Context: an optimization exercise on an open-source flow, tuned for small area. The choices shown serve that exercise and are no tape-out recipe. Function was checked by simulation only, so behaviour that the tests miss may differ from the original. Power figures rest on the tool's default switching activity, not on a simulated workload.

==> flow/design.v <==
`timescale 1ns / 1ns
module gp1(input wire a, b,
output wire g, p);
assign g = a & b;
assign p = a | b;
endmodule
module gp4(input wire [3:0] gin, pin,
input wire cin,
output wire gout, pout,
output wire [2:0] cout);
assign cout[0] = gin[0] | (pin[0] & cin);
assign cout[1] = gin[1] | (pin[1] & gin[0]) | (pin[1] & pin[0] & cin);
assign cout[2] = gin[2] | (pin[2] & gin[1]) | (pin[2] & pin[1] & gin[0]) |  (pin[2] & pin[1] & pin[0] & cin);
assign pout = &pin; 
assign gout = gin[3] | (pin[3] & gin[2]) | 
              (pin[3] & pin[2] & gin[1]) | 
              (pin[3] & pin[2] & pin[1] & gin[0]);   
endmodule
module gp8(input wire [7:0] gin, pin,
input wire cin,
output wire gout, pout,
output wire [6:0] cout);
wire [1:0] g4, p4;
wire [2:0] c_low, c_high;
wire       carry4;
gp4 gp_low (
    .gin(gin[3:0]),
    .pin(pin[3:0]),
    .cin(cin),
    .gout(g4[0]),
    .pout(p4[0]),
    .cout(c_low));
assign carry4 = g4[0] | (p4[0] & cin);
 gp4 gp_high (
    .gin(gin[7:4]),
    .pin(pin[7:4]),
    .cin(carry4),
    .gout(g4[1]),
    .pout(p4[1]),
    .cout(c_high)
);
assign cout = {c_high, carry4, c_low};
assign pout = p4[1] & p4[0];
assign gout = g4[1] | (p4[1] & g4[0]);
endmodule
module cla
(input wire [31:0]  a, b,
input wire         cin,
output wire [31:0] sum);
wire [31:0] gin, pin;
wire [3:0]  g8, p8;
wire [30:0] c;
wire [2:0]  carry8;
genvar i;
generate
for (i = 0; i < 32; i = i + 1) begin : GP1
gp1 gp1_inst (.a(a[i]), .b(b[i]), .g(gin[i]), .p(pin[i]));
end
endgenerate
gp8 gp8_0 (.gin(gin[7:0]),   .pin(pin[7:0]),   .cin(cin),        .gout(g8[0]), .pout(p8[0]), .cout(c[6:0]));
gp8 gp8_1 (.gin(gin[15:8]),  .pin(pin[15:8]),  .cin(carry8[0]),  .gout(g8[1]), .pout(p8[1]), .cout(c[14:8]));
gp8 gp8_2 (.gin(gin[23:16]), .pin(pin[23:16]), .cin(carry8[1]),  .gout(g8[2]), .pout(p8[2]), .cout(c[22:16]));
gp8 gp8_3 (.gin(gin[31:24]), .pin(pin[31:24]), .cin(carry8[2]),  .gout(g8[3]), .pout(p8[3]), .cout(c[30:24]));
assign carry8[0] = g8[0] | (p8[0] & cin);
assign carry8[1] = g8[1] | (p8[1] & carry8[0]);
assign carry8[2] = g8[2] | (p8[2] & carry8[1]);
assign c[7]  = carry8[0];
assign c[15] = carry8[1];
assign c[23] = carry8[2];
assign sum[0] = a[0] ^ b[0] ^ cin;
assign sum[31:1] = a[31:1] ^ b[31:1] ^ c[30:0];
endmodule
module RegFile (
    input          [        4:0] rd,
    input          [31:0] rd_data,
    input          [        4:0] rs1,
    output reg     [31:0] rs1_data,
    input          [        4:0] rs2,
    output reg     [31:0] rs2_data,
    input                        clk,
    input                        we,
    input                        rst
);
  localparam NumRegs = 32;
  reg [31:0] regs[0:NumRegs-1];
  integer i;
  always @(posedge clk) begin
    if (rst) begin
      for (i = 0; i < 32; i = i + 1) begin
        regs[i] <= 32'd0;
      end
    end else begin
      if (we && (rd != 5'd0)) begin
        regs[rd] <= rd_data;
      end
    end
  end
  always @(*) begin
    rs1_data = regs[rs1];
    rs2_data = regs[rs2];
  end
endmodule
module DatapathSingleCycle (
    input                        clk,
    input                        rst,
    output reg                   halt,
    output        [31:0]  pc_to_imem,
    input         [31:0]  inst_from_imem,
    output reg    [31:0]  addr_to_dmem,
    input         [31:0]  load_data_from_dmem,
    output reg    [31:0]  store_data_to_dmem,
    output reg    [        3:0]  store_we_to_dmem,
    input      ack_from_rsa,
    output reg rsa_en,
    output reg mem_en
);
  wire [          6:0] inst_funct7;
  wire [          4:0] inst_rs2;
  wire [          4:0] inst_rs1;
  wire [          2:0] inst_funct3;
  wire [          4:0] inst_rd;
  wire [6:0] inst_opcode;
  assign {inst_funct7, inst_rs2, inst_rs1, inst_funct3, inst_rd, inst_opcode} = inst_from_imem;
  wire [11:0] imm_i = inst_from_imem[31:20];
  wire [ 4:0] imm_shamt = inst_from_imem[24:20];
  wire [11:0] imm_s = {inst_funct7, inst_rd};
  wire [12:0] imm_b;
  assign {imm_b[12], imm_b[10:1], imm_b[11], imm_b[0]} = {inst_funct7, inst_rd, 1'b0};
  wire [20:0] imm_j;
  assign {imm_j[20], imm_j[10:1], imm_j[11], imm_j[19:12], imm_j[0]} = {inst_from_imem[31:12], 1'b0};
  wire [31:0] imm_i_sext = {{20{imm_i[11]}}, imm_i[11:0]};
  wire [31:0] imm_s_sext = {{20{imm_s[11]}}, imm_s[11:0]};
  wire [31:0] imm_b_sext = {{19{imm_b[12]}}, imm_b[12:0]};
  wire [31:0] imm_j_sext = {{11{imm_j[20]}}, imm_j[20:0]};
  localparam [6:0] OpLoad    = 7'b00_000_11;
  localparam [6:0] OpStore   = 7'b01_000_11;
  localparam [6:0] OpBranch  = 7'b11_000_11;
  localparam [6:0] OpJalr    = 7'b11_001_11;
  localparam [6:0] OpMiscMem = 7'b00_011_11;
  localparam [6:0] OpJal     = 7'b11_011_11;
  localparam [6:0] OpRegImm  = 7'b00_100_11;
  localparam [6:0] OpRegReg  = 7'b01_100_11;
  localparam [6:0] OpEnviron = 7'b11_100_11;
  localparam [6:0] OpAuipc   = 7'b00_101_11;
  localparam [6:0] OpLui     = 7'b01_101_11;
  reg [31:0] pcNext, pcCurrent;
  always @(posedge clk) begin
    if (rst) begin
      pcCurrent <= 32'd0;
    end 
    else if(rsa_en) begin
      if (ack_from_rsa)
        pcCurrent <= pcNext;  
      else
        pcCurrent <= pcCurrent;  
    end
    else begin
      pcCurrent <= pcNext;
    end
  end
  assign pc_to_imem = pcCurrent;
  reg regfile_we;
  reg [31:0] wb_data;
  reg take_branch;
  reg illegal_inst;
  wire [31:0] rs1_data;
  wire [31:0] rs2_data;
  RegFile rf (
    .clk      (clk),
    .rst      (rst),
    .we       (regfile_we),
    .rd       (inst_rd),
    .rd_data  (wb_data),
    .rs1      (inst_rs1),
    .rs2      (inst_rs2),
    .rs1_data (rs1_data),
    .rs2_data (rs2_data)
  );
  wire [31:0] cla_result;
  cla alu_adder (
        .a   (rs1_data),
        .b   (~rs2_data), 
        .cin (1'b1),
        .sum (cla_result)
  );
  always @(*) begin
    illegal_inst       = 1'b0;
    regfile_we         = 1'b0;
    wb_data            = 32'd0;
    addr_to_dmem       = 32'd0;
    store_data_to_dmem = 32'd0;
    store_we_to_dmem   = 4'b0000;
    halt               = 1'b0;
    take_branch        = 1'b0;
    rsa_en             = 1'b0;
    mem_en             = 1'b0;
    pcNext             = pcCurrent + 4;
    case (inst_opcode)
      OpLui: begin
        regfile_we = 1'b1;
        wb_data    = {inst_from_imem[31:12], 12'd0};
      end
      OpAuipc: begin
         regfile_we = 1'b1;
         wb_data    = pcCurrent + {inst_from_imem[31:12], 12'd0};
      end
      OpJal: begin
        regfile_we = 1'b1;
        pcNext     = pcCurrent + imm_j_sext;
        wb_data    = pcCurrent + 4;
      end
      OpJalr: begin
        regfile_we = 1'b1;
        pcNext     = (rs1_data + imm_i_sext) & ~32'd1;
        wb_data    = pcCurrent + 4;
      end
      OpBranch: begin
        case (inst_funct3)
          3'b000: take_branch = (rs1_data == rs2_data);  
          3'b001: take_branch = (rs1_data != rs2_data);  
          3'b100: take_branch = ($signed(rs1_data) < $signed(rs2_data));  
          3'b101: take_branch = ($signed(rs1_data) >= $signed(rs2_data));  
          3'b110: take_branch = (rs1_data < rs2_data);  
          3'b111: take_branch = (rs1_data >= rs2_data);  
          default: illegal_inst = 1'b1;
        endcase
        if(take_branch) begin
          pcNext = pcCurrent + imm_b_sext;
        end
      end
      OpLoad: begin
        regfile_we   = 1'b1;
        addr_to_dmem = rs1_data + imm_i_sext;
        if(addr_to_dmem[19:16] != 4'h4) begin 
          rsa_en = 1'b1;
          mem_en = 1'b0;
        end
        else begin
          rsa_en = 1'b0;
          mem_en = 1'b1;
        end
        case (inst_funct3)
          3'b000: wb_data = {{24{load_data_from_dmem[7]}}, load_data_from_dmem[7:0]};  
          3'b001: wb_data = {{16{load_data_from_dmem[15]}}, load_data_from_dmem[15:0]};  
          3'b010: begin 
            wb_data = load_data_from_dmem;  
          end
          3'b100: wb_data = {24'b0, load_data_from_dmem[7:0]};  
          3'b101: wb_data = {16'b0, load_data_from_dmem[15:0]};  
          default: illegal_inst = 1'b1;
        endcase
      end
      OpStore: begin
        addr_to_dmem = rs1_data + imm_s_sext;
        if(addr_to_dmem[19:16] != 4'h4) begin 
          rsa_en = 1'b1;
          mem_en = 1'b0;
        end
        else begin
          rsa_en = 1'b0;
          mem_en = 1'b1;
        end
        case (inst_funct3)
          3'b000: begin  
            store_data_to_dmem = {4{rs2_data[7:0]}};
            store_we_to_dmem   = 4'b0001;
          end
          3'b001: begin  
            store_data_to_dmem = {2{rs2_data[15:0]}};
            store_we_to_dmem   = 4'b0011;
          end
          3'b010: begin  
            store_data_to_dmem = rs2_data;
            store_we_to_dmem   = 4'b1111;
          end
          default: illegal_inst = 1'b1;
        endcase
      end
      OpRegImm: begin
        regfile_we = 1'b1;
        case (inst_funct3)
          3'b000: wb_data = rs1_data + imm_i_sext;  
          3'b010: wb_data = ($signed(rs1_data) < $signed(imm_i_sext)) ? 32'd1 : 32'd0;  
          3'b011: wb_data = (rs1_data < imm_i_sext) ? 32'd1 : 32'd0;  
          3'b100: wb_data = rs1_data ^ imm_i_sext;  
          3'b110: wb_data = rs1_data | imm_i_sext;  
          3'b111: wb_data = rs1_data & imm_i_sext;  
          3'b001: begin  
            if(inst_funct7 == 7'd0) wb_data = rs1_data << imm_shamt;
          end
          3'b101: begin 
            if(inst_funct7 == 7'd0)        wb_data = rs1_data >> imm_shamt;  
            else if(inst_funct7[5] == 1'b1) wb_data = $signed(rs1_data) >>> imm_shamt;  
          end
          default: illegal_inst = 1'b1;
        endcase
      end
      OpRegReg: begin
        regfile_we = 1'b1;
        case (inst_funct3)
          3'b000: begin 
            if(inst_funct7 == 7'd0)        wb_data = rs1_data + rs2_data;  
            else if(inst_funct7 == 7'b0100000) wb_data = rs1_data - rs2_data;  
          end
          3'b001: begin 
                              wb_data = rs1_data << rs2_data[4:0];    
          end
          3'b010: begin 
                               wb_data = ($signed(rs1_data) < $signed(rs2_data)) ? 32'd1 : 32'd0;  
          end
          3'b011: begin 
                           wb_data = (rs1_data < rs2_data) ? 32'd1 : 32'd0;  
          end
          3'b100: begin 
                           wb_data = rs1_data ^ rs2_data;  
          end
          3'b101: begin 
            if(inst_funct7 == 7'd0)        wb_data = rs1_data >> rs2_data[4:0];  
            else if(inst_funct7 == 7'b0100000) wb_data = $signed(rs1_data) >>> rs2_data[4:0];  
          end
          3'b110: begin 
                        wb_data = rs1_data | rs2_data;  
          end
          3'b111: begin 
                       wb_data = rs1_data & rs2_data;  
          end
          default: illegal_inst = 1'b1;
        endcase
      end
      OpEnviron: begin
        if (inst_opcode == 7'h73) begin
           halt = 1'b1;
        end
      end
      OpMiscMem: begin
      end
      default: begin
        illegal_inst = 1'b1;
      end
    endcase
  end
endmodule
==> flow/run.sh <==
#!/bin/bash
# synth_recipe.tcl (not shown) runs the flow's synth.tcl, then flattens the netlist and writes it again
# the make line also repeats each setting of config.mk as NAME=value (left out here)
make -C /OpenROAD-flow-scripts/flow DESIGN_CONFIG=/design/flow/config.mk WORK_HOME=/design/flow/orfs CLKGATE_MAP_FILE= SYNTH_SCRIPT=/design/flow/synth_recipe.tcl finish
==> flow/config.mk <==
export PLATFORM = sky130hd
export DESIGN_NAME = DatapathSingleCycle
export DESIGN_NICKNAME = DatapathSingleCycle
export VERILOG_FILES = /design/flow/design.v
export SDC_FILE = /design/flow/constraint.sdc
export NUM_CORES = 4
export LEC_CHECK = 0
export CAP_MARGIN = 20
export CORE_MARGIN = 2
export CORE_UTILIZATION = 40
export PLACE_DENSITY = 0.6
export SETUP_SLACK_MARGIN = 0.2
export SLEW_MARGIN = 20
==> flow/constraint.sdc <==
create_clock -name core_clock -period 12.0 [get_ports {clk}]
set_input_delay 2.4000 -clock core_clock [delete_from_list [all_inputs] [get_ports {clk}]]
set_output_delay 2.4000 -clock core_clock [all_outputs]
set_load 0.01 [all_outputs]
==> flow_summary.ini <==
[run_status]
status = no timing/DRC/antenna violations

[placed_design]
finalWeightedCongestion = 1.134
numPortBuffers = 168
place.detailed.instances = 10220
placed_cell_area_um2 = 83810
dp_worst_setup_slack_ns = 0.6011
dp.final_hpwl_um = 302100

[die]
starting_density_of_the_core_pct = 40.32
die-area_um2 = 200500
dieWidth_um = 447.8
die_height_um = 447.8
boundaryPins = 170
design.core.area_um2 = 195400
core_rows = 162

[hold_path]
hold_path_class = reg2reg
hold_path_startpoint = pcCurrent[31]$_SDFFE_PP0P_
hold-path-cell-count = 2
min_delay_worst_endpoint = pcCurrent[31]$_SDFFE_PP0P_

[timing]
final_hold_viol_count = 0
measured_slew_at_the_worst_slew_check_pin_ns = 1.296
minimum_period_implied_by_the_final_worst_setup_slack_ns = 11.66
timing.final.crit_share_pct = 97.13
achievable-frequency_ghz = 0.08579
clock_skew_ns = 0.06708
max_slew_margin_pct = 11.36
worst_slack_ns = 0.3441
tns_ns = 0
hold_ws_ns = 0.5991
finalSetupViolations = 0
final-max-slew-violation-count = 0
setup_repair_after_global_routing_missed_its_margin = no

[route]
antenna_left = 0
routed_wirelength_um = 431800
routed_via_count = 73020
initialDrtViolationCount = 12670
drc = 0
route.detailed.vias_per_inst = 6.985
wl_per_cell_um = 41.31
dr.pass1.iters = 7

[worst_setup_path]
worstSetupPathType = in2out
timing.reg2reg.setup_slack_ns = 3.54
critPathSlowestCell = sky130_fd_sc_hd__nand4b_2
critical_path.n_buffers_inverters = 5
worst_r2r_path_depth = 17
critical_path_end_type = primary output
critical-path-max-stage-delay_ns = 0.97
cpLargestDelayFamily = buffers and inverters
rr_endpoint = rf.regs[28][19]$_SDFFCE_PN0P_
crit_fanout = 14
cp-start-kind = input pin
critPathRequiredTime_ns = 9.60
worst-endpoint-arrival_ns = 9.26
crit-reg2reg-launch = rf.regs[22][11]$_SDFFCE_PN0P_
critical_path_depth = 17
cells_along_the_critical_path = clkdlybuf4s50_1 > nand4b_2 > buf_4 > o22ai_1 > nor4_1 > nand3_1 > inv_1 > ha_1 > nand2_1 > o21ai_0 > a21oi_1 > o21bai_1 > xor2_1 > buf_4 > nand2_1 > o41ai_1 > clkdlybuf4s50_1

[clock_tree]
tritoncts = yes
post_cts_resized = 0
cts_num_sinks = 1055
cts_buffers = 114
worst_skew_pair.late_latency_ns = 0.80
buffer_count_from_post_cts_setup_fixing = 0
cts.path.max_buffers = 3
cts_hold_repair.buffers = 0
cts_max_level = 3
ctsRootBufferMaster = sky130_fd_sc_hd__clkbuf_16
cts.reportedPaths.clkPinSlew_ns = 0.07

[global_route]
grt_pass1_vias = 68720
global_route_wire_length_before_repair_um = 581800
grt_antenna_before_repair = 24
maximum_number_of_pins_on_one_net_before_global_route_repair = 116
track_usage_pct = 42.02
grt-ovfl-total = 0

[final_layout]
final-seq-area_um2 = 31370
mostFrequentLayoutCell = sky130_fd_sc_hd__nor2_1
multi_input_comb_area_um2 = 43810
layout-drive-gt1-share_pct = 15.68
fin_cells = 10450
layout.filler_cells = 18560
flow.area_growth_from_synthesis_pct = 11.07
final_net_count = 8075
post-route-cell-area_um2 = 87500
commonest_cells_after_routing_fill_and_taps_aside = sky130_fd_sc_hd__nor2_1, sky130_fd_sc_hd__edfxtp_1, sky130_fd_sc_hd__mux2i_1

[synth]
postSynth.topFlopCell = sky130_fd_sc_hd__edfxtp_1
async_reset_ff_share_pct = 0
avgSynthCellArea_um2 = 10.18
number_of_flops_mapped_to_enable_cells_by_yosys = 1024
synth.cell_area_um2 = 78780
portion_of_the_post_synthesis_area_used_by_sequential_elements_pct = 39.82
yosys_warnings = 2
ys_ff_latch = 1055
synth_cell_type_count = 113
synth_cells = 7741

[power_and_ir_drop]
p_per_area_nw_per_um2 = 130.1
vdd.ir_drop.worst_mv = 0.1261
power.leakage_nw = 31.44

[flow_run]
drv.max_cap_violation_count = 0
[state kept, by name (all words and copies together) (netlist names)]
name and flops:
rf.regs 1024, pcCurrent 31
[worst max path at each step]
| stage | slack (ns) | to | start |
|---|---|---|---|
| after floorplan | 3.17 | mem_en | inst_from_imem[17] |
| after global placement | 0.73 | mem_en | inst_from_imem[15] |
| after detailed placement | 0.60 | mem_en | inst_from_imem[15] |
| after CTS | 0.57 | mem_en | inst_from_imem[15] |
| after global routing | 0.22 | mem_en | inst_from_imem[15] |
| final | 0.34 | mem_en | inst_from_imem[15] |
[area by class of cell]
| type | instances | share of cell area [%] |
|---|---|---|
| inverter | 150 | 0.6521 |
| tap | 2624 | 3.752 |
| clock buffer | 138 | 3.388 |
| antenna | 11 | 0.03146 |
| sequential | 1055 | 35.85 |
| clock inverter | 75 | 0.6892 |
| timing repair buffer | 559 | 5.564 |
| multi-input combinational | 5842 | 50.07 |
[logic make-up after synthesis]
family,Yosys count,share of synthesized area [%]
flip-flops,1055,39.82
multiplexers,1055,19.11
buffers and inverters,876,5.363
adder cells (fa/ha/maj),286,4.609
AO/OA/AOI/OAI,1813,15.28
AND/OR/NAND/NOR,2486,13.94
XOR/XNOR,169,1.879
other,1,0.004760
[cell usage after synthesis, types with 56 or more instances]
| cell type | instances | area share [%] |
|---|---|---|
| sky130_fd_sc_hd__xnor2_1 | 99 | 1.1 |
| sky130_fd_sc_hd__xor2_1 | 70 | 0.78 |
| sky130_fd_sc_hd__nand3_1 | 143 | 0.91 |
| sky130_fd_sc_hd__inv_1 | 134 | 0.64 |
| sky130_fd_sc_hd__o22ai_1 | 167 | 1.3 |
| sky130_fd_sc_hd__nor2_1 | 1380 | 6.6 |
| sky130_fd_sc_hd__edfxtp_1 | 1024 | 39 |
| sky130_fd_sc_hd__mux4_2 | 350 | 10 |
| sky130_fd_sc_hd__o21bai_1 | 70 | 0.67 |
| sky130_fd_sc_hd__buf_2 | 169 | 1.1 |
| sky130_fd_sc_hd__a22oi_1 | 174 | 1.7 |
| sky130_fd_sc_hd__clkbuf_1 | 359 | 1.7 |
| sky130_fd_sc_hd__nor3_1 | 106 | 0.67 |
| sky130_fd_sc_hd__a211oi_1 | 76 | 0.72 |
| sky130_fd_sc_hd__a21o_1 | 72 | 0.69 |
| sky130_fd_sc_hd__a31oi_1 | 64 | 0.51 |
| sky130_fd_sc_hd__buf_1 | 79 | 0.38 |
| sky130_fd_sc_hd__buf_6 | 61 | 0.87 |
| sky130_fd_sc_hd__o21ai_0 | 297 | 1.9 |
| sky130_fd_sc_hd__nor2b_1 | 64 | 0.51 |
| sky130_fd_sc_hd__nor2_2 | 92 | 0.73 |
| sky130_fd_sc_hd__nand2b_1 | 56 | 0.44 |
| sky130_fd_sc_hd__a21oi_1 | 446 | 2.8 |
| sky130_fd_sc_hd__nand2_1 | 410 | 2.0 |
| sky130_fd_sc_hd__mux2i_1 | 658 | 8.4 |
| sky130_fd_sc_hd__ha_1 | 279 | 4.4 |
[per-stage QoR]
stage	util, %	total power, mW
finish	44.78	11.38
global route	44.77	11.57
CTS	44.72	11.20
detailed placement	42.89	7.804
global placement	42.88	7.819
floorplan	-	6.270
[power breakdown]
group	switching [mW]	internal, mW	total, mW
registers	0.0996	4.17	4.27
logic	2.57	1.09	3.66
clock network	1.59	1.87	3.46
total	4.26	7.13	11.4
[worst reg2reg max path, stage by stage (launching register included)]
cell and delay, ns:
sky130_fd_sc_hd__edfxtp_1 0.47, sky130_fd_sc_hd__mux4_2 0.51, sky130_fd_sc_hd__mux4_2 0.51, sky130_fd_sc_hd__nand2_1 0.08, sky130_fd_sc_hd__and2_1 0.98, sky130_fd_sc_hd__ha_1 0.79, sky130_fd_sc_hd__nor2_1 0.35, sky130_fd_sc_hd__nor4bb_1 0.23
sky130_fd_sc_hd__o2bb2ai_1 0.12, sky130_fd_sc_hd__a211oi_1 1.01, sky130_fd_sc_hd__o21ai_0 0.42, sky130_fd_sc_hd__a21oi_1 0.27, sky130_fd_sc_hd__o21bai_1 0.09, sky130_fd_sc_hd__a22oi_1 0.22, sky130_fd_sc_hd__xnor2_1 0.19, sky130_fd_sc_hd__a21oi_1 0.79
sky130_fd_sc_hd__o221a_2 0.99, sky130_fd_sc_hd__nor2_1 0.16
[layer usage]
| metal | part of all wire (%) | GRT usage, % | vias up |
|---|---|---|---|
| met5 | 0.026 | 0 | - |
| met4 | 9.6 | 32.73 | 16 |
| met3 | 13 | 11.77 | 1510 |
| met2 | 42 | 61.06 | 6187 |
| met1 | 36 | 52.62 | 36250 |
| li1 | - | - | 29060 |

[what the ideal ports hide]
In the flow no input, the clock included, has a driving cell. The finished layout below was timed again as built, in two steps.
Step 1 assumes that a clkbuf_16 drives the clock port and a buf_2 every other input.
Step 2, shift: input delay + t, output delay - t, t = (earliest + latest rising clock arrival at the registers) / 2. This alone moves slack from input paths to output paths.
Three values: ideal ports, drivers, drivers and shift; two values: the first two.
shift t [ns]: 0.859
setup slack, ns: 0.344 / 0.319 / 0.319
worst setup path after step 2: input to output
worst data-port slew with drivers (ns): 0.17
After both steps setup and hold are still met in this run. For this run, drivers alone change the setup slack by -0.025 ns; drivers and shift together by -0.025 ns.
